This design comes from an exercise in tuning for small area on the open sky130 flow, not from production work.
No functional check of the RTL was part of any run shown here.
Power and IR drop assume default switching activity.

File: config.mk
export PLATFORM = sky130hd
export DESIGN_NAME = CV_LR5_TOP
export DESIGN_NICKNAME = CV_LR5_TOP
export VERILOG_FILES = /design/flow/design.v
export SDC_FILE = /design/flow/constraint.sdc
export NUM_CORES = 4
export LEC_CHECK = 0
export CAP_MARGIN = 20
export CORE_MARGIN = 2
export CORE_UTILIZATION = 60
export CTS_BUF_LIST = sky130_fd_sc_hd__clkbuf_16
export CTS_CLUSTER_DIAMETER = 80
export CTS_CLUSTER_SIZE = 25
export SLEW_MARGIN = 20
File: constraint.sdc
create_clock -name core_clock -period 15.0 [get_ports {CLK}]
set_input_delay 3.0000 -clock core_clock [delete_from_list [all_inputs] [get_ports {CLK}]]
set_output_delay 3.0000 -clock core_clock [all_outputs]
set_load 0.01 [all_outputs]
File: design.v
`timescale 1ns / 1ps
module CV_LR5_TOP
(
    input CLK,
    input SYS_NRST,
    input UART_RXD,
    output wire UART_TXD,
    output [7:0] LED
);
localparam T_ADD = 3'd0, T_MUL = 3'd1, T_WR = 3'd2, T_ON = 3'd3,
           T_OFF = 3'd4, T_LED = 3'd5, T_ERR = 3'd6;
localparam S_IDLE = 4'd0, S_KW = 4'd1, S_OP1 = 4'd3,
           S_SP2 = 4'd4, S_OP2 = 4'd5, S_CR = 4'd6, S_LF = 4'd7,
           S_EXEC = 4'd8, S_TX = 4'd9;
reg [7:0] ph;
always @(posedge CLK) ph <= ph + 8'd1;
wire [5:0] p6 = ph[5:0];
wire pass_beg = (p6 == 6'd0);
wire pass_end = (p6 == 6'd63);
reg s1, s2;
always @(posedge CLK) begin
    s1 <= UART_RXD;
    s2 <= s1;
end
localparam RX_ARM = 2'd0, RX_BSY = 2'd1, RX_SKP = 2'd2, RX_RST = 2'd3;
reg [1:0] rxst;
reg [7:0] rsh;
wire rx_smp = (p6 == 6'd62);
always @(posedge CLK, negedge SYS_NRST)
begin
    if (!SYS_NRST) rxst <= RX_RST;
    else if (rx_smp)
        case (rxst)
            RX_ARM:  if (!s2) rxst <= RX_BSY;
            RX_BSY:  if (rsh[0]) rxst <= RX_SKP;      
            default: rxst <= RX_ARM;
        endcase
end
always @(posedge CLK)
begin
    if (rx_smp) begin
        if (rxst == RX_ARM) begin
            if (!s2) rsh <= 8'h80;
        end
        else if (rxst == RX_BSY) rsh <= {s2, rsh[7:1]};
    end
end
wire rx_done = (rxst == RX_SKP) & pass_end;
wire [7:0] ch = rsh;
wire is_dig = (ch[7:4] == 4'h3) & (~ch[3] | (ch[2:1] == 2'b00));
wire is_let = (ch[7:6] == 2'b01) & ~ch[4] & ~ch[3] & (ch[2:0] != 3'd0) & (ch[2:0] != 3'd7);
wire hexok = is_dig | is_let;
wire [3:0] hv = ch[6] ? ch[3:0] + 4'd9 : ch[3:0];
reg [3:0] st;
reg [2:0] ty;
reg [4:0] c;
reg wp;            
reg [4:0] dg;      
reg mat;           
reg [7:0] rom_ch;
always @(*)
begin
    case ({ty, c})
        8'd2: rom_ch = 8'h52;
        8'd3: rom_ch = 8'h65;
        8'd4: rom_ch = 8'h73;
        8'd5: rom_ch = 8'h75;
        8'd6: rom_ch = 8'h6C;
        8'd7: rom_ch = 8'h74;
        8'd8: rom_ch = 8'h20;
        8'd9: rom_ch = 8'h41;
        8'd10: rom_ch = 8'h44;
        8'd11: rom_ch = 8'h44;
        8'd12: rom_ch = 8'h33;
        8'd13: rom_ch = 8'h36;
        8'd14: rom_ch = 8'h3A;
        8'd15: rom_ch = 8'h20;
        8'd25: rom_ch = 8'h0D;
        8'd26: rom_ch = 8'h0A;
        8'd32: rom_ch = 8'h0D;
        8'd33: rom_ch = 8'h0A;
        8'd34: rom_ch = 8'h52;
        8'd35: rom_ch = 8'h65;
        8'd36: rom_ch = 8'h73;
        8'd37: rom_ch = 8'h75;
        8'd38: rom_ch = 8'h6C;
        8'd39: rom_ch = 8'h74;
        8'd40: rom_ch = 8'h20;
        8'd41: rom_ch = 8'h4D;
        8'd42: rom_ch = 8'h55;
        8'd43: rom_ch = 8'h4C;
        8'd44: rom_ch = 8'h36;
        8'd45: rom_ch = 8'h34;
        8'd46: rom_ch = 8'h3A;
        8'd47: rom_ch = 8'h20;
        8'd66: rom_ch = 8'h53;
        8'd67: rom_ch = 8'h75;
        8'd68: rom_ch = 8'h63;
        8'd69: rom_ch = 8'h63;
        8'd70: rom_ch = 8'h65;
        8'd71: rom_ch = 8'h73;
        8'd72: rom_ch = 8'h73;
        8'd73: rom_ch = 8'h20;
        8'd74: rom_ch = 8'h57;
        8'd75: rom_ch = 8'h52;
        8'd76: rom_ch = 8'h34;
        8'd77: rom_ch = 8'h30;
        8'd78: rom_ch = 8'h5F;
        8'd79: rom_ch = 8'h38;
        8'd80: rom_ch = 8'h0D;
        8'd81: rom_ch = 8'h0A;
        8'd98: rom_ch = 8'h53;
        8'd99: rom_ch = 8'h75;
        8'd100: rom_ch = 8'h63;
        8'd101: rom_ch = 8'h63;
        8'd102: rom_ch = 8'h65;
        8'd103: rom_ch = 8'h73;
        8'd104: rom_ch = 8'h73;
        8'd105: rom_ch = 8'h20;
        8'd106: rom_ch = 8'h4F;
        8'd107: rom_ch = 8'h4E;
        8'd108: rom_ch = 8'h34;
        8'd109: rom_ch = 8'h30;
        8'd110: rom_ch = 8'h5F;
        8'd111: rom_ch = 8'h38;
        8'd112: rom_ch = 8'h0D;
        8'd113: rom_ch = 8'h0A;
        8'd130: rom_ch = 8'h53;
        8'd131: rom_ch = 8'h75;
        8'd132: rom_ch = 8'h63;
        8'd133: rom_ch = 8'h63;
        8'd134: rom_ch = 8'h65;
        8'd135: rom_ch = 8'h73;
        8'd136: rom_ch = 8'h73;
        8'd137: rom_ch = 8'h20;
        8'd138: rom_ch = 8'h4F;
        8'd139: rom_ch = 8'h46;
        8'd140: rom_ch = 8'h46;
        8'd141: rom_ch = 8'h34;
        8'd142: rom_ch = 8'h30;
        8'd143: rom_ch = 8'h5F;
        8'd144: rom_ch = 8'h38;
        8'd145: rom_ch = 8'h0D;
        8'd146: rom_ch = 8'h0A;
        8'd162: rom_ch = 8'h53;
        8'd163: rom_ch = 8'h75;
        8'd164: rom_ch = 8'h63;
        8'd165: rom_ch = 8'h63;
        8'd166: rom_ch = 8'h65;
        8'd167: rom_ch = 8'h73;
        8'd168: rom_ch = 8'h73;
        8'd169: rom_ch = 8'h20;
        8'd170: rom_ch = 8'h4C;
        8'd171: rom_ch = 8'h45;
        8'd172: rom_ch = 8'h44;
        8'd173: rom_ch = 8'h34;
        8'd174: rom_ch = 8'h30;
        8'd175: rom_ch = 8'h5F;
        8'd176: rom_ch = 8'h38;
        8'd177: rom_ch = 8'h0D;
        8'd178: rom_ch = 8'h0A;
        8'd194: rom_ch = 8'h45;
        8'd195: rom_ch = 8'h72;
        8'd196: rom_ch = 8'h72;
        8'd197: rom_ch = 8'h6F;
        8'd198: rom_ch = 8'h72;
        8'd199: rom_ch = 8'h20;
        8'd200: rom_ch = 8'h63;
        8'd201: rom_ch = 8'h6F;
        8'd202: rom_ch = 8'h6D;
        8'd203: rom_ch = 8'h6D;
        8'd204: rom_ch = 8'h61;
        8'd205: rom_ch = 8'h6E;
        8'd206: rom_ch = 8'h64;
        8'd207: rom_ch = 8'h21;
        8'd208: rom_ch = 8'h21;
        8'd209: rom_ch = 8'h21;
        8'd210: rom_ch = 8'h0D;
        8'd211: rom_ch = 8'h0A;
        default: rom_ch = 8'h00;
    endcase
end
wire ty_add = (ty == T_ADD);
wire ty_mul = (ty == T_MUL);
wire ty_arith = ty_add | ty_mul;
wire ty_short = (ty == T_WR) | (ty == T_ON);
wire kwdone = (rom_ch == 8'h3A) | (rom_ch == 8'h0D);
wire kwspec = (ty == T_ON) & (c == 5'd11) & (ch == 8'h46);    
wire last1 = ty_add ? (c[3:0] == 4'd8) : ty_mul ? (c[3:0] == 4'd15) : (c[3:0] == 4'd9);
wire last2 = ty_add ? (c[3:0] == 4'd8) : ty_mul ? (c[3:0] == 4'd15) : (c[3:0] == 4'd1);
wire hact = ty_mul & (|dg[3:0]);
reg [3:0] k;
reg txd;
reg [63:0] ra, rp;
wire isdig = c[4] & (ty_mul | (ty_add & (~c[3] | (c[2:0] == 3'd0))));
wire tx_bnd = (st == S_TX) & (p6 == {~c[3:0], 2'b00});
wire [3:0] nib = {rp[60], rp[61], rp[62], rp[63]};
wire [7:0] hexch = (nib < 4'd10) ? {4'h3, nib} : {4'h4, nib - 4'd9};
wire [7:0] txch = isdig ? hexch : rom_ch;
wire ch_end = tx_bnd & (k == 4'd11);
wire win = (ph[7:3] == {dg[0], dg[4:1]});
always @(posedge CLK, negedge SYS_NRST)
begin
    if (!SYS_NRST) begin
        st <= S_IDLE;
        wp <= 1'b0;
    end
    else begin
        if (wp & pass_end) begin
            wp <= 1'b0;
            if (st == S_OP1 | st == S_OP2) begin
                c <= c + 5'd1;
                if (st == S_OP1 & last1) st <= S_SP2;
                if (st == S_OP2 & last2) st <= S_CR;
            end
        end
        if (rx_done) begin
            case (st)
                S_IDLE: begin
                    st <= S_KW;
                    c <= 5'd11;
                    if (ch == 8'h41)      begin ty <= T_ADD; c <= 5'd10; end
                    else if (ch == 8'h4D) begin ty <= T_MUL; c <= 5'd10; end
                    else if (ch == 8'h57) ty <= T_WR;
                    else if (ch == 8'h4F) ty <= T_ON;
                    else if (ch == 8'h4C) ty <= T_LED;
                    else begin ty <= T_ERR; c <= 5'd2; st <= S_TX; end
                end
                S_KW: begin
                    if (kwdone & (ch == 8'h20)) begin
                        c <= 5'd0;
                        st <= S_OP1;
                    end
                    else if (~kwdone & (ch == rom_ch | kwspec)) begin
                        c <= c + 5'd1;
                        if (kwspec) ty <= T_OFF;
                    end
                    else begin ty <= T_ERR; c <= 5'd2; st <= S_TX; end
                end
                S_SP2: begin
                    if (ch == 8'h20) begin
                        c <= 5'd0;
                        st <= S_OP2;
                    end
                    else begin ty <= T_ERR; c <= 5'd2; st <= S_TX; end
                end
                S_OP1, S_OP2: begin
                    if (hexok) wp <= 1'b1;
                    else begin ty <= T_ERR; c <= 5'd2; st <= S_TX; end
                end
                S_CR: begin
                    if (ch == 8'h0D) begin
                        st <= S_LF;
                        if (ty_add) wp <= 1'b1;
                    end
                    else begin ty <= T_ERR; c <= 5'd2; st <= S_TX; end
                end
                S_LF: begin
                    if (ch == 8'h0A) st <= S_EXEC;
                    else begin ty <= T_ERR; c <= 5'd2; st <= S_TX; end
                end
                default: ;
            endcase
        end
        if (st == S_EXEC & win & (ph[2:0] == 3'd7)) begin
            st <= S_TX;
            c <= 5'd2;
        end
        if (ch_end) begin
            c <= c + 5'd1;
            if (txch == 8'h0A) st <= S_IDLE;
        end
    end
end
wire [63:0] led_k = {40'h2F753998EE, 24'd0};
wire [63:0] ram_k = {40'h9B7D1AC5E0, 24'd0};
wire a_ok = (ty == T_WR) ? ((p6 < 6'd29) | (ra[63] == ram_k[p6]))
                         : ((p6 < 6'd25) | (ra[63] == led_k[p6]));
always @(posedge CLK)
    if (st == S_SP2) mat <= a_ok & (mat | pass_beg);
always @(posedge CLK)
begin
    if (rx_done & hexok & (st == S_OP1) & ~ty_arith) dg <= {hv, dg[1]};
    else if (rx_done & hexok & (st == S_OP2) & ty_mul) dg <= {hv, 1'b1};
    else if (pass_end & hact) dg <= {dg[3:0], 1'b0};
end
reg pd, cy;
wire dbit = hv[p6[1:0]];
wire [3:0] slot = ~c[3:0];
wire [3:0] slot2 = ty_arith ? slot : {dg[3:1], ~c[0]};
wire zero_m = wp & (st == S_OP1) & ty_mul;
wire add_m  = wp & (st == S_LF) & ty_add;
wire aw_m   = wp & (st == S_OP1) & (p6[5:2] == slot);
wire pw_m   = wp & (st == S_OP2) & ~ty_mul & (p6[5:2] == slot2);
wire sx = hact ? (pd & ~pass_beg) : rp[63];
wire sy = ra[63] & (~hact | dg[4]);
wire ss = sx ^ sy ^ cy;
wire rp_in = zero_m ? 1'b0 : (hact | add_m) ? ss : pw_m ? dbit : rp[63];
wire ra_in = aw_m ? dbit : ra[63];
always @(posedge CLK)
begin
    ra <= {ra[62:0], ra_in};
    rp <= {rp[62:0], rp_in};
    pd <= rp[63];
    cy <= (pass_end | (add_m & (p6 == 6'd27))) ? 1'b0 : ((sx & sy) | (sx & cy) | (sy & cy));
end
reg [255:0] ram;
wire ram_we = (st == S_EXEC) & win & (ty == T_WR) & mat;
always @(posedge CLK) ram <= {ram[254:0], ram_we ? rp[63] : ram[255]};
reg [7:0] mask;
reg [4:0] laddr;
wire led_up = (st == S_EXEC) & win & mat & (ty == T_ON | ty == T_OFF | ty == T_LED);
wire lm_old = dg[1] ? laddr[0] : mask[0];
wire lm_new = (ty == T_ON) ? (lm_old | rp[63]) : (ty == T_OFF) ? (lm_old & ~rp[63]) : rp[63];
always @(posedge CLK, negedge SYS_NRST)
begin
    if (!SYS_NRST) begin
        mask <= 8'h00;
        laddr <= 5'd0;
    end
    else if (led_up) begin
        if (dg[1]) begin
            if (~ph[2] | (ph[1:0] == 2'd0)) laddr <= {lm_new, laddr[4:1]};
        end
        else mask <= {lm_new, mask[7:1]};
    end
end
reg [7:0] ledreg;
always @(posedge CLK)
    if (ph == {laddr, 3'd0})
        ledreg <= {ram[248], ram[249], ram[250], ram[251], ram[252], ram[253], ram[254], ram[255]};
assign LED = ledreg & mask;
always @(posedge CLK, negedge SYS_NRST)
begin
    if (!SYS_NRST) begin
        k <= 4'd0;
        txd <= 1'b1;
    end
    else if (tx_bnd) begin
        k <= (k == 4'd11) ? 4'd0 : k + 4'd1;
        case (k)
            4'd0: txd <= 1'b0;
            4'd1: txd <= txch[0];
            4'd2: txd <= txch[1];
            4'd3: txd <= txch[2];
            4'd4: txd <= txch[3];
            4'd5: txd <= txch[4];
            4'd6: txd <= txch[5];
            4'd7: txd <= txch[6];
            4'd8: txd <= txch[7];
            4'd9: txd <= ^txch;
            default: txd <= 1'b1;
        endcase
    end
end
assign UART_TXD = txd;
endmodule
File: run.sh
#!/bin/bash
# synth_recipe.tcl (not shown) runs the flow's synth.tcl, then flattens the netlist and writes it again
# the make line also repeats each setting of config.mk as NAME=value (left out here)
make -C /OpenROAD-flow-scripts/flow DESIGN_CONFIG=/design/flow/config.mk WORK_HOME=/design/flow/orfs CLKGATE_MAP_FILE= SYNTH_SCRIPT=/design/flow/synth_recipe.tcl finish
==> results.py, run 1 <==
metrics = {
    "drt": {
        "viasPerCell": 5.58,
        "drt_iter0_drc": 472,
        "firstDrtPassIters": 5,
        "detail-route-antenna-nets": 0,
        "drc": 0,
        "wl_per_cell_um": 17.8,
        "vias": 7845,
        "wl_um": 25000,
    },
    "finish": {
        "fill_cells": 1699,
        "layout-drive-gt1-share": 0.0813,
        "antennaDiodeCount": 0,
        "final_net_count": 1142,
        "syn_to_final_growth_pct": 6.92,
        "instances_no_fill": 1405,
    },
    "timing": {
        "drv_slew": 0,
        "relSlewSlack": 0.372,
        "setup_viol": 0,
        "clock_skew_ns": 0.0154,
        "hold_violations": 0,
        "fin_crit_ns": 4.59,
        "rsz0062_at_grt": "false",
        "hold_ws_ns": 0.317,
        "finalCritPeriodShare": 0.306,
        "maxClockFrequency_mhz": 218,
        "tightest_slew_ns": 0.927,
        "fin_setup_tns_ns": 0,
    },
    "worst_setup_path": {
        "crit_type": "reg -> out",
        "start_kind": "register",
        "crit_arrival_ns": 1.59,
        "critPathBufInv": 1,
        "path_cells": "clkdlybuf4s50_1",
        "slowest_delay_ns": 0.54,
        "crit_fanout": 2,
        "critical_path_required_ns": 12.00,
        "slowest_stage": "dfstp_2",
        "critPathTopFamily": "flip-flops",
        "end_kind": "primary output",
    },
    "global_route": {
        "gr-total-overflow": 0,
        "grt_pass1_wl_um": 40400,
        "antenna_found_initial": 0,
        "grt_use_met1": 0.310,
        "busiest_layer": "met2",
        "grt_max_degree": 60,
        "grt_usage": 0.209,
        "grt_pass1_vias": 7563,
        "use_met3": 0.0306,
        "gr-usage-met2": 0.319,
    },
    "synthesis": {
        "ys_top_cells_by_count": "396 x dfxtp_1, 59 x nor2_1, 58 x nand2_1",
        "synth.most_common_cell": "dfxtp_1",
        "synthArstFlopShare": 0.0554,
        "synth_top_area_cell": "dfxtp_1",
        "ys_ff_latch": 451,
        "synth_ff_type": "dfxtp_1",
        "seq_area_frac_synth": 0.686,
        "synthTopCellsByArea": "dfxtp_1 57%, edfxtp_1 6.5%, dfrtp_1 4.0%, ha_1 2.5%, xnor2_1 2.2%",
        "avgSynthCellArea_sq_um": 12.3,
        "synth_nets": 1153,
        "synth_warnings": 1,
        "syn_area_sq_um": 13800,
        "yosysTopAreaCellShare": 0.575,
        "synth_cells": 1121,
        "synth.distinct_cells": 89,
        "synth-edff-count": 30,
    },
    "cts": {
        "htreeDepth": 1,
        "root_buffer": "clkbuf_16",
        "clkTransAtPathRegs_ns": 0.10,
        "cts_tree": "yes",
        "cts_resized": 0,
        "cts_setup_buffers": 0,
        "cts_made_buffers": 22,
        "clock_path_buffers": 3,
        "insertion_delay_ns": 0.53,
        "clock-sinks": 451,
        "ctsHoldBuffers": 0,
    },
    "power_and_ir_drop": {
        "p_per_area_nw_per_um2": 148,
        "p_leak_nw": 5.71,
        "irDropWorstVdd_mv": 0.138,
    },
    "placed_design": {
        "port_buffers": 11,
        "gp_congestion": 0.929,
        "dp_hpwl_um": 15500,
        "dp.cells": 1371,
    },
    "floorplan": {
        "die-area_sq_um": 24200,
        "fp-row-count": 55,
        "start_util": 0.611,
        "io-pin-count": 12,
        "core_sq_um": 22600,
        "die_h_um": 156,
        "die_w_um": 156,
    },
    "outcome": {
        "status": "timing/DRC/antenna clean",
    },
    "worst_hold_path": {
        "hp-class": "reg -> reg",
    },
    "job": {
        "drv_cap": 0,
    },
}
sequential cells by signal (all words and copies together), names as in the netlist:
| register | count |
|---|---|
| dg | 5 |
| mask | 8 |
| cy | 1 |
| rxst | 2 |
| st | 4 |
| ph | 8 |
| rp | 64 |
| laddr | 5 |
| s1 | 1 |
| s2 | 1 |
| pd | 1 |
| mat | 1 |
| wp | 1 |
| k | 4 |
| ram | 256 |
| txd | 1 |
| ledreg | 8 |
| rsh | 8 |
| ra | 64 |
| c | 5 |
| ty | 3 |
metal layers:
layer / vias to the layer above / routed length (um)
met5: - / 0
met1: 3745 / 12200
li1: 3843 / -
met4: 0 / 648
met2: 207 / 10900
met3: 50 / 1250
cells in the final DEF, fill, tap and decap left out, types with 17 or more instances in the layout:
cell type,Yosys,layout
a21oi_1,36,36
clkbuf_16,0,23
dfrtp_1,22,22
dfxtp_1,396,396
edfxtp_1,30,30
ha_1,28,28
inv_1,27,34
mux2_2,25,25
nand2_1,58,58
nand2b_1,24,24
nand3_1,32,32
nor2_1,59,59
nor2b_1,17,17
nor3_1,19,18
o21ai_0,43,43
xnor2_1,35,35
logic make-up after synthesis:
family                   Yosys count  synth area share
buffers and inverters             84            0.0258
adder cells (fa/ha/maj)           29            0.0268
XOR/XNOR                          42            0.0267
multiplexers                      34            0.0278
AO/OA/AOI/OAI                    195            0.0979
AND/OR/NAND/NOR                  286             0.109
flip-flops                       451             0.686
worst paths after layout:
kind | start | endpoint | slack, ns | cells after the start
setup / recovery | txd | UART_TXD | 10.41 | 1
hold / removal | ram[63] | ram[64] | 0.32 | 0
setup reg to reg | c[1] | ty[0] | 10.56 | 12
hold reg to reg | ram[63] | ram[64] | 0.32 | 0
max in group asynchronous | SYS_NRST | rxst[1] | 11.77 | 2
min in group asynchronous | SYS_NRST | wp | 2.88 | 2
per-stage QoR:
stage               total power, W  utilization  setup slack (ns)  cell area (sq um)
floorplan                  0.00149            -             11.05              13800
global placement           0.00155        0.624             10.04              14100
detailed placement         0.00156        0.624             10.02              14100
CTS                        0.00220        0.653             10.38              14800
global route               0.00227        0.653             10.29              14800
finish                     0.00218        0.653             10.41              14800
report_power, final:
part           internal (W)  leakage [nW]  total, W  switching [W]
clock              0.000298         0.350  0.000647       0.000349
combinational      0.000102          1.53  0.000251       0.000149
sequential          0.00124          3.83   0.00128      0.0000426
total               0.00164          5.71   0.00218       0.000541
final cells by class:
cell class	count	area, sq um	area share
tap	285	357	0.0242
multi-input combinational	586	3990	0.271
clock buffer	23	576	0.0390
clock inverter	11	81.3	0.00551
timing repair buffer	20	178	0.0120
sequential	451	9460	0.641
inverter	29	109	0.00738
==> run 2, diff against run 1 <==
--- a/config.mk
+++ b/config.mk
@@ -8,7 +8,7 @@
 export CAP_MARGIN = 20
 export CORE_MARGIN = 2
 export CORE_UTILIZATION = 60
-export CTS_BUF_LIST = sky130_fd_sc_hd__clkbuf_16
-export CTS_CLUSTER_DIAMETER = 80
-export CTS_CLUSTER_SIZE = 25
+export CTS_BUF_LIST = sky130_fd_sc_hd__clkbuf_8
+export CTS_CLUSTER_DIAMETER = 60
+export CTS_CLUSTER_SIZE = 15
 export SLEW_MARGIN = 20
==> run 2 against run 1 <==
Final area down 0.37%. Clock-buffer cell count up 15. Largest power group unchanged. Flip-flop and latch count unchanged. Combinational power about the same. Largest cell class unchanged. Maximum frequency down 0.71%. Register-to-register slack about the same. Via count up 0.33%. Synthesized cell count unchanged.
==> results.py, run 2 <==
metrics = {
    "timing": {
        "tightest_slew_ns": 0.918,
        "rsz0062_at_grt": "false",
        "fin_setup_tns_ns": 0,
        "maxClockFrequency_mhz": 216,
        "relSlewSlack": 0.378,
        "drv_slew": 0,
        "fin_crit_ns": 4.62,
        "setup_viol": 0,
        "hold_violations": 0,
        "finalCritPeriodShare": 0.308,
        "clock_skew_ns": 0.0267,
    },
    "worst_setup_path": {
        "worstSetupStartpoint": "mask[0]",
        "crit_fanout": 3,
        "end_kind": "primary output",
        "worst-r2r-setup-slack_ns": 10.57,
        "critical_path_required_ns": 12.00,
        "crit_path_end": "LED[0]",
        "rr_startpoint": "c[1]",
        "crit_arrival_ns": 1.62,
        "reg2reg_depth": 12,
        "start_kind": "register",
        "crit_type": "reg -> out",
        "reg2reg_to": "ty[0]",
    },
    "finish": {
        "stdcell_area_sq_um": 14700,
        "syn_to_final_growth_pct": 6.52,
        "largest_reg_flops": 256,
        "layout-drive-gt1-share": 0.0949,
        "final_common_cell": "dfxtp_1",
        "final_net_count": 1157,
        "largestRegisters": "ram x256, ra x64, rp x64",
        "antennaDiodeCount": 0,
        "layout_common_cells": "396 x dfxtp_1, 59 x nor2_1, 58 x nand2_1",
        "top_register": "ram",
    },
    "floorplan": {
        "die-area_sq_um": 24200,
        "die_h_um": 156,
        "io-pin-count": 12,
        "fp-row-count": 55,
        "core_sq_um": 22600,
        "die_w_um": 156,
        "start_util": 0.611,
    },
    "cts": {
        "cts_made_buffers": 37,
        "ctsHoldBuffers": 0,
        "cts_setup_buffers": 0,
        "cts_resized": 0,
        "clock-sinks": 451,
        "root_buffer": "clkbuf_8",
        "clock_path_buffers": 3,
        "clkTransAtPathRegs_ns": 0.10,
        "insertion_delay_ns": 0.56,
        "htreeDepth": 2,
        "cts_tree": "yes",
    },
    "power_and_ir_drop": {
        "p_per_area_nw_per_um2": 144,
        "p_switching_w": 0.000547,
        "switching_share": 0.258,
        "irDropWorstVdd_mv": 0.125,
        "seqPwrFrac": 0.603,
        "combinationalPowerShare": 0.118,
        "clkPwrFrac": 0.279,
        "intPower_w": 0.00158,
        "p_leak_nw": 5.70,
    },
    "synthesis": {
        "synth.most_common_cell": "dfxtp_1",
        "avgSynthCellArea_sq_um": 12.3,
        "syn_area_sq_um": 13800,
        "yosysTopAreaCellShare": 0.575,
        "synth_warnings": 1,
        "synth_nets": 1153,
        "synthTopCellsByArea": "dfxtp_1 57%, edfxtp_1 6.5%, dfrtp_1 4.0%, ha_1 2.5%, xnor2_1 2.2%",
        "synth.distinct_cells": 89,
        "synth_cells": 1121,
        "synth_top_area_cell": "dfxtp_1",
        "ys_top_cells_by_count": "396 x dfxtp_1, 59 x nor2_1, 58 x nand2_1",
        "seq_area_frac_synth": 0.686,
        "synth-edff-count": 30,
        "synth_ff_type": "dfxtp_1",
        "ys_ff_latch": 451,
        "synthArstFlopShare": 0.0554,
    },
    "global_route": {
        "antenna_found_initial": 0,
        "grt_max_degree": 60,
        "grt_pass1_wl_um": 39500,
        "grt_pass1_vias": 7471,
        "gr-total-overflow": 0,
        "grt_usage": 0.206,
    },
    "job": {
        "drv_cap": 0,
    },
    "placed_design": {
        "port_buffers": 11,
        "gp_congestion": 0.929,
        "dp_hpwl_um": 15500,
        "placed_cell_area_sq_um": 14100,
    },
    "drt": {
        "vias": 7871,
        "wl_per_cell_um": 17.2,
        "detail-route-antenna-nets": 0,
        "drt_iter0_drc": 491,
        "wl_um": 24400,
        "firstDrtPassIters": 5,
        "viasPerCell": 5.53,
        "drc": 0,
    },
    "worst_hold_path": {
        "hp-class": "reg -> reg",
        "hp-start": "ram[63]",
        "hold_path_depth": 0,
    },
    "outcome": {
        "status": "timing/DRC/antenna clean",
    },
}
## run 2: worst max-delay path, stage by stage (launching register included)
cell	delay, ns
dfrtp_1	0.40
and2_1	0.13
clkdlybuf4s50_1	0.53
## run 2: power groups by stage
stage,combinational (W),sequential [W],clock [W]
2_1_floorplan,0.000211,0.00128,0
6_report,0.000251,0.00128,0.000593
5_1_grt,0.000278,0.00128,0.000663
4_1_cts,0.000249,0.00128,0.000617
3_3_place_gp,0.000245,0.00131,0
3_5_place_dp,0.000248,0.00131,0
## run 2: logic make-up (layout without fill, tap and decap cells)
family	Yosys count	in the layout	share of synthesized area
AOI/OAI and AO/OA	195	195	0.0979
xor gates and xnor gates	42	42	0.0267
adders and majority gates	29	29	0.0268
buffers and inverters	84	101	0.0258
DFF	451	451	0.686
muxes	34	34	0.0278
and+or+nand+nor	286	286	0.109
## run 2: worst min-delay path by stage
stage / endpoint / slack [ns]
after global placement: rp[55] / 0.31
after floorplan: ra[10] / 0.31
final: ram[64] / 0.31
after global routing: ram[32] / 0.32
after detailed placement: ra[44] / 0.31
after CTS: ra[24] / 0.32
## run 2: layout make-up
cell class / instances / area, sq um
inverters: 29 / 109
repair buffers: 20 / 178
flip-flops and latches: 451 / 9460
multi-input cells: 586 / 3990
fillers: 1709 / 7880
clock buffers: 38 / 523
well taps: 285 / 357
clock inverters: 14 / 78.8
## run 2: stage by stage
| stage | util | total power, W | setup WS [ns] | instances | hold WS, ns |
|---|---|---|---|---|---|
| final | 0.651 | 0.00212 | 10.38 | 1423 | 0.312 |
| after CTS | 0.651 | 0.00214 | 10.33 | 1423 | 0.315 |
| after floorplan | - | 0.00149 | 11.05 | 1121 | 0.310 |
| after global routing | 0.651 | 0.00223 | 10.27 | 1423 | 0.322 |
| after detailed placement | 0.624 | 0.00156 | 10.02 | 1371 | 0.312 |
| after global placement | 0.624 | 0.00155 | 10.04 | 1371 | 0.311 |
## run 2: layer usage
layer / up-vias / wire length, um / GRT usage
met5: - / 0 / 0
met4: 0 / 671 / 0.0813
met3: 49 / 1350 / 0.0414
met2: 216 / 10200 / 0.295
met1: 3731 / 12200 / 0.309
li1: 3875 / - / -
==> run 3, diff against run 2 <==
==> flow/run.sh (new file) <==
#!/bin/bash
set -euo pipefail
cd "$(dirname "$0")/.."
bash standard.sh SYNTH_SCRIPT="$PWD/flow/area_synth.tcl" finish > flow_make.log 2>&1
==> flow/area_synth.tcl (new file) <==
# The standard flow's synthesis script (synth_recipe.tcl, beside flow/), with one change:
# the combinational logic is mapped by Yosys's default ABC script, which aims
# at area, instead of ORFS's delay-driven script with buffering and sizing.
# Flip-flop mapping, names and everything else are unchanged.
proc abc {args} {
  set keep [list]
  set skip 0
  foreach a $args {
    if { $skip } { set skip 0; continue }
    if { $a in {-script -constr -D} } { set skip 1; continue }
    lappend keep $a
  }
  yosys abc {*}$keep
}
source [file join [file dirname [file normalize [info script]]] .. synth_recipe.tcl]
==> standard.sh (new file) <==
#!/bin/bash
# synth_recipe.tcl (not shown) runs the flow's synth.tcl, then flattens the netlist and writes it again
# the make line also repeats each setting of config.mk as NAME=value (left out here)
make -C /OpenROAD-flow-scripts/flow DESIGN_CONFIG=/design/flow/config.mk WORK_HOME=/design/flow/orfs CLKGATE_MAP_FILE= SYNTH_SCRIPT=/design/flow/synth_recipe.tcl "${@:-finish}"
removed: run.sh
==> run 3 against run 2 <==
Clock power up 5.1%. Final area decreased by 1.7%. Critical path type is now reg -> reg. Register-to-register slack worse by 0.64 ns.
==> results.py, run 3 <==
metrics = {
    "worst_setup_path": {
        "crit_type": "reg -> reg",
        "crit_arrival_ns": 5.27,
        "end_kind": "register",
        "start_kind": "register",
        "crit_fanout": 14,
        "critical_path_required_ns": 15.20,
    },
    "drt": {
        "wl_um": 24000,
        "wl_per_cell_um": 17.0,
        "drc": 0,
        "drt_iter0_drc": 526,
        "viasPerCell": 5.49,
        "firstDrtPassIters": 7,
        "detail-route-antenna-nets": 0,
        "vias": 7776,
    },
    "cts": {
        "cts_made_buffers": 39,
        "clkTransAtPathRegs_ns": 0.09,
        "htreeDepth": 2,
        "clock_path_buffers": 3,
        "ctsHoldBuffers": 0,
        "insertion_delay_ns": 0.54,
        "clock-sinks": 451,
        "cts_setup_buffers": 0,
        "cts_tree": "yes",
        "cts_resized": 0,
        "root_buffer": "clkbuf_8",
    },
    "floorplan": {
        "core_sq_um": 21800,
        "io-pin-count": 12,
        "die-area_sq_um": 23300,
        "die_w_um": 153,
        "start_util": 0.610,
        "die_h_um": 153,
        "fp-row-count": 54,
    },
    "timing": {
        "tightest_slew_ns": 1.01,
        "fin_crit_ns": 5.07,
        "finalCritPeriodShare": 0.338,
        "setup_viol": 0,
        "hold_violations": 0,
        "maxClockFrequency_mhz": 197,
        "drv_slew": 0,
        "clock_skew_ns": 0.0191,
        "hold_ws_ns": 0.316,
        "relSlewSlack": 0.317,
        "rsz0062_at_grt": "false",
        "fin_setup_tns_ns": 0,
    },
    "synthesis": {
        "synth_nets": 1095,
        "synth_cells": 1063,
        "ys_ff_latch": 451,
        "synth_warnings": 1,
        "synth_ff_type": "dfxtp_1",
        "ys_top_cells_by_count": "396 x dfxtp_1, 64 x nand2_1, 63 x nor2_1",
        "synthArstFlopShare": 0.0554,
        "synth.distinct_cells": 64,
        "synth.most_common_cell": "dfxtp_1",
        "synthTopCellsByArea": "dfxtp_1 60%, edfxtp_1 6.8%, dfrtp_1 4.2%, ha_1 2.6%, o21ai_0 2.2%",
        "syn_area_sq_um": 13300,
        "synth-edff-count": 30,
        "yosysTopAreaCellShare": 0.598,
        "seq_area_frac_synth": 0.713,
        "synth_top_area_cell": "dfxtp_1",
        "avgSynthCellArea_sq_um": 12.5,
    },
    "finish": {
        "multi_input_area_sq_um": 3690,
        "layout_common_cells": "396 x dfxtp_1, 64 x nand2_1, 63 x nor2_1",
        "regArea_sq_um": 9460,
        "fill_cells": 1637,
        "antennaDiodeCount": 0,
        "instances_no_fill": 1417,
        "final_common_cell": "dfxtp_1",
        "top_register": "ram",
        "layout-drive-gt1-share": 0.0519,
        "syn_to_final_growth_pct": 8.93,
        "final_util": 0.664,
        "final_net_count": 1155,
        "largest_reg_flops": 256,
        "largestRegisters": "ram x256, ra x64, rp x64",
    },
    "global_route": {
        "grt_pass1_vias": 7418,
        "antenna_found_initial": 0,
        "grt_pass1_wl_um": 38800,
        "grt_max_degree": 41,
        "grt_usage": 0.205,
        "gr-total-overflow": 0,
    },
    "placed_design": {
        "dp_hpwl_um": 15700,
        "port_buffers": 11,
        "dp.cells": 1362,
        "gp_congestion": 0.967,
    },
    "power_and_ir_drop": {
        "p_per_area_nw_per_um2": 139,
        "p_leak_nw": 5.59,
        "irDropWorstVdd_mv": 0.126,
    },
    "outcome": {
        "status": "timing/DRC/antenna clean",
    },
    "job": {
        "drv_cap": 0,
    },
    "worst_hold_path": {
        "hp-class": "reg -> reg",
    },
}
-- run 3: changes by cell type after synthesis, moves of 12 or more --
cell,change
nand3_1,-12
and2_1,-13
clkbuf_1,-30
xnor2_1,-14
buf_2,-17
and2_0,+22
a21oi_1,+18
o21ai_0,+14
clkinv_1,+29
inv_1,-27
mux2_2,-25
mux2_1,+14
-- run 3: kinds of logic after synthesis --
kind of cell	after synthesis	synth area share
AOI/OAI and AO/OA	220	0.107
xor gates and xnor gates	29	0.0192
adders and majority gates	29	0.0279
buffers and inverters	31	0.00877
DFF	451	0.713
muxes	20	0.0164
and+or+nand+nor	283	0.107
-- run 3: area by class of cell --
| type | instances | area share |
|---|---|---|
| clock buffer | 40 | 0.0381 |
| clock inverter | 15 | 0.00788 |
| inverter | 31 | 0.00805 |
| multi-input combinational | 581 | 0.255 |
| sequential | 451 | 0.655 |
| tap | 280 | 0.0242 |
| timing repair buffer | 19 | 0.0118 |
-- run 3: where the power goes --
| group | switching [W] | internal, W |
|---|---|---|
| Clock | 0.000368 | 0.000255 |
| Combinational | 0.0000814 | 0.0000481 |
| Sequential | 0.0000308 | 0.00123 |
-- run 3: worst max-delay path, stage by stage (launching register included) --
cell,delay (ns)
edfxtp_1,0.73
clkinv_1,0.37
ha_1,0.39
nor3b_1,0.52
a2111oi_0,0.21
o211ai_1,0.21
o311ai_0,0.35
a2111o_1,0.53
mux2_1,0.35
or2_0,0.29
a31o_1,0.21
a21oi_1,0.16
nor3b_1,0.40
-- run 3: layer usage --
| metal | vias to the layer above | part of all wire | track usage | wire length [um] |
|---|---|---|---|---|
| li1 | 3866 | - | - | - |
| met4 | 0 | 0.026 | 0.0736 | 621 |
| met2 | 253 | 0.42 | 0.296 | 9990 |
| met3 | 59 | 0.066 | 0.0438 | 1580 |
| met1 | 3598 | 0.49 | 0.308 | 11800 |
| met5 | - | 0 | 0 | 0 |
-- run 3: worst paths after layout --
kind	slack, ns	startpoint	to	depth (start not counted)
max	9.93	c[0]	ty[0]	12
min	0.32	ram[143]	ram[144]	0
max reg2reg	9.93	c[0]	ty[0]	12
min reg2reg	0.32	ram[143]	ram[144]	0
max in group asynchronous	11.77	SYS_NRST	txd	2
min in group asynchronous	2.88	SYS_NRST	st[2]	2
-- run 3: through the flow --
stage	cell area, sq um	power (W)	setup WS, ns
5_1_grt	14400	0.00210	9.73
2_1_floorplan	13300	0.00137	10.86
6_report	14400	0.00202	9.93
3_3_place_gp	13800	0.00142	10.16
3_5_place_dp	13800	0.00142	10.11
4_1_cts	14400	0.00204	10.08
==> run 4, diff against run 3 <==
==> flow/run.sh (replaced) <==
#!/bin/bash
set -euo pipefail
cd "$(dirname "$0")/.."
bash standard.sh SYNTH_SCRIPT="$PWD/flow/area_synth.tcl" \
    "BUFFER_PORTS_ARGS=-buffer_cell sky130_fd_sc_hd__buf_1" finish > flow_make.log 2>&1
==> config.mk (replaced) <==
export PLATFORM = sky130hd
export DESIGN_NAME = CV_LR5_TOP
export DESIGN_NICKNAME = CV_LR5_TOP
export VERILOG_FILES = /design/flow/design.v
export SDC_FILE = /design/flow/constraint.sdc
export NUM_CORES = 4
export LEC_CHECK = 0
export CAP_MARGIN = 0
export CORE_MARGIN = 2
export CORE_UTILIZATION = 70
export CTS_BUF_LIST = sky130_fd_sc_hd__clkbuf_4
export CTS_CLUSTER_DIAMETER = 50
export CTS_CLUSTER_SIZE = 10
export SLEW_MARGIN = 0
==> run 4 against run 3 <==
Sequential share of layout area is 1.1 points higher. Clock skew grew 0.040 ns. Maximum frequency fell by 1.7%. Highest routed layer is now met5.
==> results.py, run 4 <==
metrics = {
    "outcome": {
        "status": "timing/DRC/antenna clean",
    },
    "worst_setup_path": {
        "end_kind": "register",
        "rr_startpoint": "c[0]",
        "slowest_delay_ns": 0.77,
        "crit_fanout": 14,
        "crit_arrival_ns": 5.53,
        "path_cells": "clkinv_1 -> ha_1 -> nor3b_1 -> a2111oi_0 -> o211ai_1 -> o311ai_0 -> a2111o_1 -> mux2_1 -> or2_0 -> a31o_1 -> a21oi_1 -> nor3b_1",
        "critical_path_required_ns": 15.38,
        "reg2reg_to": "ty[0]",
        "slowest_stage": "edfxtp_1",
        "cpMostUsedCell": "nor3b_1",
        "start_kind": "register",
        "crit_type": "reg -> reg",
        "worst-r2r-setup-slack_ns": 9.85,
        "reg2reg_depth": 12,
    },
    "cts": {
        "root_buffer": "clkbuf_4",
        "insertion_delay_ns": 0.72,
        "clock_path_buffers": 3,
        "clkTransAtPathRegs_ns": 0.12,
        "cts_setup_buffers": 0,
        "cts_resized": 0,
        "ctsHoldBuffers": 0,
        "cts_made_buffers": 52,
        "cts_tree": "yes",
        "clock-sinks": 451,
        "htreeDepth": 2,
    },
    "synthesis": {
        "synth_cells": 1063,
        "synthArstFlopShare": 0.0554,
        "synth.distinct_cells": 64,
        "ys_ff_latch": 451,
        "synth_top_area_cell": "dfxtp_1",
        "synth_warnings": 1,
        "ys_top_cells_by_count": "396 x dfxtp_1, 64 x nand2_1, 63 x nor2_1",
        "synth-edff-count": 30,
        "synthTopCellsByArea": "dfxtp_1 60%, edfxtp_1 6.8%, dfrtp_1 4.2%, ha_1 2.6%, o21ai_0 2.2%",
        "avgSynthCellArea_sq_um": 12.5,
        "seq_area_frac_synth": 0.713,
        "yosysTopAreaCellShare": 0.598,
        "syn_area_sq_um": 13300,
        "synth_nets": 1095,
        "synth_ff_type": "dfxtp_1",
        "synth.most_common_cell": "dfxtp_1",
    },
    "floorplan": {
        "core_sq_um": 18600,
        "start_util": 0.711,
        "io-pin-count": 12,
        "die_h_um": 142,
        "fp-row-count": 50,
        "die-area_sq_um": 20100,
        "die_w_um": 142,
    },
    "global_route": {
        "antenna_found_initial": 4,
        "grt_usage": 0.284,
        "grt_pass1_vias": 8196,
        "gr-total-overflow": 0,
        "grt_max_degree": 50,
        "grt_pass1_wl_um": 44000,
    },
    "job": {
        "drv_cap": 0,
    },
    "finish": {
        "largest_reg_flops": 256,
        "top_register": "ram",
        "fill_cells": 1090,
        "final_util": 0.762,
        "final_common_cell": "dfxtp_1",
        "largestRegisters": "ram x256, ra x64, rp x64",
        "layout-drive-gt1-share": 0.0719,
        "instances_no_fill": 1390,
        "stdcell_area_sq_um": 14200,
        "layout_common_cells": "396 x dfxtp_1, 67 x clkbuf_4, 64 x nand2_1",
        "final_net_count": 1167,
        "syn_to_final_growth_pct": 7.06,
    },
    "drt": {
        "drt_iter0_drc": 776,
        "detail-route-antenna-nets": 0,
        "wl_per_cell_um": 19.9,
        "vias": 8387,
        "drc": 0,
        "wl_um": 27700,
        "viasPerCell": 6.03,
        "firstDrtPassIters": 5,
    },
    "timing": {
        "drv_slew": 0,
        "maxClockFrequency_mhz": 194,
        "tightest_slew_ns": 0.967,
        "fin_crit_ns": 5.15,
        "hold_ws_ns": 0.285,
        "clock_skew_ns": 0.0589,
        "setup_viol": 0,
        "rsz0062_at_grt": "false",
        "relSlewSlack": 0.347,
        "hold_violations": 0,
        "fin_setup_tns_ns": 0,
        "finalCritPeriodShare": 0.344,
    },
    "placed_design": {
        "port_buffers": 11,
        "dp.cells": 1315,
        "gp_congestion": 0.964,
        "placed_cell_area_sq_um": 13700,
        "dp_hpwl_um": 18000,
    },
    "power_and_ir_drop": {
        "p_leak_nw": 5.53,
        "irDropWorstVdd_mv": 0.133,
        "p_per_area_nw_per_um2": 139,
    },
    "worst_hold_path": {
        "hp-class": "reg -> reg",
        "hold_path_depth": 0,
        "min_to": "rp[53]",
        "hp-start": "rp[52]",
    },
}
run 4: cell counts after synthesis:
No cell type changed its count.
run 4: worst max-delay path by stage:
stage	from	to	slack [ns]
floorplan	c[2]	ty[0]	10.86
global placement	c[0]	ty[0]	10.18
detailed placement	c[0]	ty[2]	10.04
CTS	c[0]	ty[0]	10.0
global route	c[0]	ty[0]	9.64
finish	c[0]	ty[0]	9.85
run 4: final cells by class:
| class | instances | area (sq um) | share of cell area |
|---|---|---|---|
| Clock buffer | 67 | 503 | 0.0354 |
| Clock inverter | 6 | 40.0 | 0.00282 |
| Sequential cell | 451 | 9460 | 0.666 |
| Multi-Input combinational cell | 581 | 3690 | 0.260 |
| Tap cell | 234 | 293 | 0.0206 |
| Antenna cell | 2 | 5.00 | 0.000352 |
| Timing Repair Buffer | 18 | 95.1 | 0.00670 |
| Inverter | 31 | 116 | 0.00820 |
run 4: power by group:
part | total, W | internal, W | leakage (nW) | switching (W)
registers | 0.00127 | 0.00123 | 3.85 | 0.0000356
logic | 0.000141 | 0.0000485 | 1.35 | 0.0000921
clock network | 0.000572 | 0.000207 | 0.331 | 0.000365
total | 0.00198 | 0.00149 | 5.53 | 0.000492
run 4: metal layers:
layer | part of all wire | up-vias | GRT usage
li1 | - | 3906 | -
met4 | 0.032 | 2 | 0.120
met3 | 0.081 | 81 | 0.0678
met5 | 0.00069 | - | 0.0125
met1 | 0.42 | 3956 | 0.382
met2 | 0.46 | 442 | 0.447
run 4: cell families after synthesis:
group / after synthesis / synth area share
simple gates: 283 / 0.107
buf+inv: 31 / 0.00877
fa+ha+maj: 29 / 0.0279
mux: 20 / 0.0164
compound gates: 220 / 0.107
flops: 451 / 0.713
xor+xnor: 29 / 0.0192
run 4: per-stage QoR:
step | total power, W | setup slack (ns)
6_report | 0.00198 | 9.85
4_1_cts | 0.00199 | 10.0
3_5_place_dp | 0.00143 | 10.04
3_3_place_gp | 0.00142 | 10.18
2_1_floorplan | 0.00137 | 10.86
5_1_grt | 0.00205 | 9.64
run 4: worst max-delay path: cells and delay by family, from the launching register on:
kind                     cells  cell delay [ns]
AND/OR/NAND/NOR              3             1.24
buffers and inverters        1             0.40
adder cells (fa/ha/maj)      1             0.43
flip-flops                   1             0.77
AO/OA/AOI/OAI                6             1.66
multiplexers                 1             0.35

-- what the ideal ports hide --
Ports are ideal in the flow. The routed layouts listed here were re-timed in OpenROAD. Step 1 sets driving cells, clkbuf_16 on the clock port and buf_2 on the other inputs (assumed; they add their load-dependent delay and slew). Step 2 moves the port delays by t, midway between the first and last clock arrival at a register: inputs arrive t later, outputs are due t later. That takes back most of the time a late clock gives input paths. Slacks: ideal / step 1 / step 2; pairs: ideal / step 1.
run | t, ns | setup slack, ns | worst hold slack (ns) | worst setup path at the end | cell pins on the clock port's net
run 1 | 0.568 | 10.412 / 10.364 / 10.046 | 0.317 / 0.317 / 0.317 | input to register | 1
run 2 | 0.585 | 10.379 / 10.336 / 10.053 | 0.312 / 0.312 / 0.312 | input to register | 1
run 3 | 0.577 | 9.933 / 9.933 / 9.933 | 0.316 / 0.316 / 0.316 | register to register | 1
run 4 | 0.732 | 9.847 / 9.847 / 9.847 | 0.285 / 0.285 / 0.285 | register to register | 1
After both steps setup and hold are still met in every run listed. For run 1, which loses most, drivers alone change the setup slack by -0.048 ns; drivers and shift together by -0.366 ns.
